Context: an optimization exercise on an open-source flow, tuned for small area and a short achievable clock period. The choices shown serve that exercise and are no tape-out recipe.
The RTL was checked by simulation tests, not by an equivalence proof against the original design.
No activity file was given, so power comes from the tool's default toggle rates.

## fpm
module fpm(
    input [32:1] a,
    input [32:1] b,
    input clk,
    input rst,
    input in_valid,
    output [32:1] c,
    output out_valid
    );
reg [2:0] vld;
always @(posedge clk)
    if (!rst)
        vld <= 0;
    else
        vld <= {vld[1:0], in_valid};
assign out_valid = vld[2];
wire one1;
wire two2;
wire neg3;
wire bp4;
wire bp5;
wire bp6;
wire bp7;
wire bp8;
wire bp9;
wire bp10;
wire bp11;
wire bp12;
wire bp13;
wire bp14;
wire bp15;
wire bp16;
wire bp17;
wire bp18;
wire bp19;
wire bp20;
wire bp21;
wire bp22;
wire bp23;
wire bp24;
wire bp25;
wire bp26;
wire bp27;
wire bp28;
wire nn29;
wire one30;
wire two31;
wire neg32;
wire bp33;
wire bp34;
wire bp35;
wire bp36;
wire bp37;
wire bp38;
wire bp39;
wire bp40;
wire bp41;
wire bp42;
wire bp43;
wire bp44;
wire bp45;
wire bp46;
wire bp47;
wire bp48;
wire bp49;
wire bp50;
wire bp51;
wire bp52;
wire bp53;
wire bp54;
wire bp55;
wire bp56;
wire bp57;
wire nn58;
  ...
clock: 5.0 ns
lec_check: 0
cap_margin: 50
core_margin: 2
core_utilization: 60
cts_buf_list: sky130_fd_sc_hd__clkbuf_8 sky130_fd_sc_hd__clkbuf_16
cts_cluster_diameter: 60
cts_cluster_size: 25
setup_slack_margin: 2.7
slew_margin: 70
synth_hierarchical: 1
synth_minimum_keep_size: 0
tns_end_percent: 0
standard.sh (not shown) runs the stock make flow with config.mk's settings and CLKGATE_MAP_FILE= SYNTH_SCRIPT=/design/flow/synth_recipe.tcl, a recipe that flattens the netlist after the stock synthesis.
==> flow/flow/run.sh <==
#!/bin/bash
set -euo pipefail
export BUFFER_PORTS_ARGS="-buffer_cell sky130_fd_sc_hd__buf_2"
bash standard.sh > standard.log 2>&1
The first run went through all stages and came out clean.
Edit:
CTS_BUF_LIST = sky130_fd_sc_hd__clkbuf_8   (was sky130_fd_sc_hd__clkbuf_8 sky130_fd_sc_hd__clkbuf_16)
CTS_CLUSTER_DIAMETER = 50   (was 60)
CTS_CLUSTER_SIZE = 18   (was 25)
SETUP_SLACK_MARGIN = 2.4   (was 2.7)
TNS_END_PERCENT = 15   (was 0)
The new run completed with no timing, DRC or antenna violations; cell count goes up by 2.2%; die area is unchanged; global-route usage rose by 0.61 points; clock power decreases by 24%; sequential cell count stays the same; area after synthesis stays the same; core utilization rose by 2.4 points; maximum frequency increases by 2.0%; routed wire length climbs by 4.2%.
Edit:
CTS_BUF_LIST = sky130_fd_sc_hd__clkbuf_16   (was sky130_fd_sc_hd__clkbuf_8)
CTS_CLUSTER_DIAMETER = 80   (was 50)
CTS_CLUSTER_SIZE = 40   (was 18)
SETUP_SLACK_MARGIN = 2.7   (was 2.4)
TNS_END_PERCENT = 0   (was 15)
- The changed run finished with timing, DRC and antenna clean
- routed wire length fell by a few percent
- global-route usage went down by 1.4 points
- final area shrinks by a few percent
- clock power is lower by a few percent
- fmax decreases by a few percent
Edit:
CTS_BUF_LIST = sky130_fd_sc_hd__clkbuf_8   (was sky130_fd_sc_hd__clkbuf_16)
CTS_CLUSTER_DIAMETER = 50   (was 80)
CTS_CLUSTER_SIZE = 18   (was 40)
GPL_ROUTABILITY_DRIVEN = 0   (was not set)
=>
- flip-flop and latch count stays the same
- design area came out higher by 1.6%
- clock-buffer cell count came out higher by 21
- global-route usage came out higher by 1.3 points
- worst setup slack gets better by 60 ps
- routed wire length came out higher by about 4%
- total power came out higher by about 4%
- hold slack gets worse by 15 ps


fpm again, from the RTL that the note above started with.
clock: 5.0 ns
lec_check: 0
cap_margin: 50
core_margin: 2
core_utilization: 60
cts_buf_list: sky130_fd_sc_hd__clkbuf_8
cts_cluster_diameter: 50
cts_cluster_size: 18
setup_slack_margin: 2.7
slew_margin: 70
synth_hierarchical: 1
synth_minimum_keep_size: 0
tns_end_percent: 0
==> flow/flow/run.sh <==
#!/bin/bash
set -euo pipefail
export BUFFER_PORTS_ARGS="-buffer_cell sky130_fd_sc_hd__buf_2"
export CTS_ARGS="-sink_clustering_enable -repair_clock_nets -buf_list sky130_fd_sc_hd__clkbuf_8 -sink_clustering_size 18 -sink_clustering_max_diameter 50 -dont_use_dummy_load"
bash standard.sh > standard.log 2>&1
The baseline passed the timing, design-rule and antenna checks.
Then changed:
==> flow/flow/run.sh (replaced) <==
#!/bin/bash
set -euo pipefail
export BUFFER_PORTS_ARGS="-buffer_cell sky130_fd_sc_hd__buf_2"
bash standard.sh > standard.log 2>&1
--- a/flow/config.mk
+++ b/flow/config.mk
@@ -9,3 +9,3 @@
 export CORE_MARGIN = 2
-export CORE_UTILIZATION = 60
+export CORE_UTILIZATION = 45
 export CTS_BUF_LIST = sky130_fd_sc_hd__clkbuf_8
What happened:
- wire length rose by a few percent
- final area rose by a few percent
- clock-buffer cell count rose by 7
- via count rose slightly
- fmax fell slightly


fpm again, from the RTL that the note above started with.
clock: 5.0 ns
lec_check: 0
cap_margin: 50
core_margin: 2
core_utilization: 60
cts_buf_list: sky130_fd_sc_hd__clkbuf_8
cts_cluster_diameter: 50
cts_cluster_size: 18
setup_slack_margin: 2.5
slew_margin: 70
synth_hierarchical: 1
synth_minimum_keep_size: 0
tns_end_percent: 40
==> flow/flow/run.sh <==
#!/bin/bash
set -euo pipefail
export BUFFER_PORTS_ARGS="-buffer_cell sky130_fd_sc_hd__buf_2"
bash standard.sh > standard.log 2>&1
The baseline completed with no timing, DRC or antenna violations.
Rerun with:
Settings changed: PLACE_DENSITY_LB_ADDON set to 0.2, SETUP_SLACK_MARGIN 2.5 to 2.7, TNS_END_PERCENT 40 to 0.
Result:
- die area is unchanged
- via count drops by about 3%
- flip-flop and latch count stays the same
- setup slack gets worse by 0.083 ns
Rerun with:
Settings changed: CAP_MARGIN 50 to 20, PLACE_DENSITY_LB_ADDON 0.2 to not set, SLEW_MARGIN 70 to 30.
Result: Routed wire length increases by 2.1%; power decreases by 0.67%; count of clock-buffer cells in the layout decreases by 5; sequential power is about the same.
Rerun with:
Settings changed: CAP_MARGIN 20 to 50, CTS_BUF_LIST sky130_fd_sc_hd__clkbuf_8 to not set, CTS_CLUSTER_DIAMETER 50 to not set, CTS_CLUSTER_SIZE 18 to not set, SETUP_SLACK_MARGIN 2.7 to 3.0, SLEW_MARGIN 30 to 70.
Outcome: Synthesized cell count is unchanged. Final cell count rose slightly. Combinational power grows by a few percent. Total power is higher by a little under a tenth. Global-route usage goes down by 0.65 points. Wire length came out lower slightly.


fpm again, from the RTL that the note above started with.
// fpm
module fpm(
    input [32:1] a,
    input [32:1] b,
    input clk,
    input rst,
    input in_valid,
    output [32:1] c,
    output out_valid
    );
reg [2:0] vld;
always @(posedge clk)
    if (!rst)
        vld <= 0;
    else
        vld <= {vld[1:0], in_valid};
assign out_valid = vld[2];
wire one1;
wire two2;
wire neg3;
wire bp4;
wire bp5;
wire bp6;
wire bp7;
wire bp8;
wire bp9;
wire bp10;
wire bp11;
wire bp12;
wire bp13;
wire bp14;
wire bp15;
wire bp16;
wire bp17;
wire bp18;
wire bp19;
wire bp20;
wire bp21;
wire bp22;
wire bp23;
wire bp24;
wire bp25;
wire bp26;
wire bp27;
wire bp28;
wire nn29;
wire one30;
wire two31;
wire neg32;
wire bp33;
wire bp34;
wire bp35;
wire bp36;
wire bp37;
wire bp38;
wire bp39;
wire bp40;
wire bp41;
wire bp42;
wire bp43;
wire bp44;
wire bp45;
wire bp46;
wire bp47;
wire bp48;
wire bp49;
wire bp50;
wire bp51;
wire bp52;
wire bp53;
wire bp54;
wire bp55;
wire bp56;
wire bp57;
wire nn58;
wire one59;
wire two60;
wire neg61;
wire bp62;
wire bp63;
wire bp64;
wire bp65;
wire bp66;
wire bp67;
wire bp68;
wire bp69;
wire bp70;
wire bp71;
wire bp72;
wire bp73;
wire bp74;
wire bp75;
wire bp76;
wire bp77;
wire bp78;
wire bp79;
wire bp80;
wire bp81;
wire bp82;
wire bp83;
wire bp84;
wire bp85;
wire bp86;
wire nn87;
wire one88;
wire two89;
wire neg90;
wire bp91;
wire bp92;
wire bp93;
wire bp94;
wire bp95;
wire bp96;
wire bp97;
wire bp98;
wire bp99;
wire bp100;
wire bp101;
wire bp102;
wire bp103;
wire bp104;
wire bp105;
wire bp106;
wire bp107;
wire bp108;
wire bp109;
wire bp110;
wire bp111;
wire bp112;
wire bp113;
wire bp114;
wire bp115;
wire nn116;
wire one117;
wire two118;
wire neg119;
wire bp120;
wire bp121;
wire bp122;
wire bp123;
wire bp124;
wire bp125;
wire bp126;
wire bp127;
wire bp128;
  ...
==> flow/config.mk <==
export PLATFORM = sky130hd
export DESIGN_NAME = fpm
export DESIGN_NICKNAME = fpm
export VERILOG_FILES = /design/flow/design.v
export SDC_FILE = /design/flow/constraint.sdc
export NUM_CORES = 4
export LEC_CHECK = 0
export CAP_MARGIN = 50
export CORE_MARGIN = 2
export CORE_UTILIZATION = 60
export CTS_BUF_LIST = sky130_fd_sc_hd__clkbuf_8
export CTS_CLUSTER_DIAMETER = 50
export CTS_CLUSTER_SIZE = 18
export SETUP_SLACK_MARGIN = 2.25
export SLEW_MARGIN = 70
export SYNTH_HIERARCHICAL = 1
export SYNTH_MINIMUM_KEEP_SIZE = 0
export TNS_END_PERCENT = 0
==> flow/constraint.sdc <==
create_clock -name core_clock -period 5.0 [get_ports {clk}]
set_input_delay 1.0000 -clock core_clock [delete_from_list [all_inputs] [get_ports {clk}]]
set_output_delay 1.0000 -clock core_clock [all_outputs]
set_load 0.01 [all_outputs]
Scripts as last shown in full above: flow/flow/run.sh
Change:
- SETUP_SLACK_MARGIN: 2.25 -> 2.4
Result:
- wire length goes up slightly
- fmax grows by a few percent
- non-clock buffer count increases by 10
- setup slack gets better by 68 ps
- area after synthesis stays the same
- cell area is higher slightly
- clock-buffer cell count does not change
- worst hold slack is about the same
- critical path depth does not change
- first-iteration DRC count goes up by a few percent
- register-to-register slack improves by 110 ps
Change:
- SETUP_SLACK_MARGIN: 2.4 -> 2.7
The changed run passed the timing, design-rule and antenna checks.
Critical path depth does not change.
Final area does not change.
Worst setup slack does not change.
Global-route usage stays the same.
Cell count does not change.
Synthesized cell count does not change.
First-iteration DRC count is unchanged.
Utilization is unchanged.
Worst hold slack stays the same.

-- port drivers added, routing unchanged --
The flow's constraints put no driver on any port. The routed layouts listed below were extracted and timed again, unchanged, in two steps. Step 1: set_driving_cell puts a clkbuf_16 on clk and a buf_2 on each other input, an assumption about the parent block. Step 2 adds t to the input delays and takes it off the output delays; t is the mean of the earliest and latest rising clock arrival at the registers after step 1. Input paths then give back, and output paths get back, about the clock's delay inside the block. Three values: ideal ports, drivers, drivers and shift; two values: the first two.
run | t, ns | slack for setup (ns) | worst setup path after step 2 | slew at the worst register clock pin (ns) | worst data-port slew with drivers (ns)
the first run of note 1 | 0.621 | 2.198 / 2.097 / 1.476 | input to register | 0.09 / 0.09 | 0.20
the second run of note 1 | 0.688 | 2.254 / 2.169 / 1.482 | input to register | 0.10 / 0.10 | 0.19
the third run of note 1 | 0.581 | 2.148 / 2.068 / 1.487 | input to register | 0.12 / 0.12 | 0.20
the fourth run of note 1 | 0.621 | 2.208 / 2.118 / 1.497 | input to register | 0.10 / 0.10 | 0.21
the first run of note 2 | 0.656 | 2.189 / 2.137 / 1.481 | input to register | 0.10 / 0.10 | 0.18
the second run of note 2 | 0.659 | 2.165 / 2.096 / 1.438 | input to register | 0.11 / 0.11 | 0.15
the first run of note 3 | 0.609 | 2.183 / 2.075 / 1.465 | input to register | 0.10 / 0.10 | 0.19
the second run of note 3 | 0.596 | 2.101 / 1.988 / 1.392 | input to register | 0.09 / 0.09 | 0.19
the third run of note 3 | 0.625 | 2.173 / 2.114 / 1.490 | input to register | 0.10 / 0.10 | 0.20
the fourth run of note 3 | 0.647 | 2.220 / 2.143 / 1.496 | input to register | 0.07 / 0.07 | 0.19
the first run of note 4 | 0.694 | 2.132 / 2.065 / 1.371 | input to register | 0.10 / 0.10 | 0.16
the second run of note 4 | 0.691 | 2.200 / 2.096 / 1.406 | input to register | 0.10 / 0.10 | 0.17
the third run of note 4 | 0.691 | 2.200 / 2.096 / 1.406 | input to register | 0.10 / 0.10 | 0.17
After both steps every run listed still meets setup and hold.
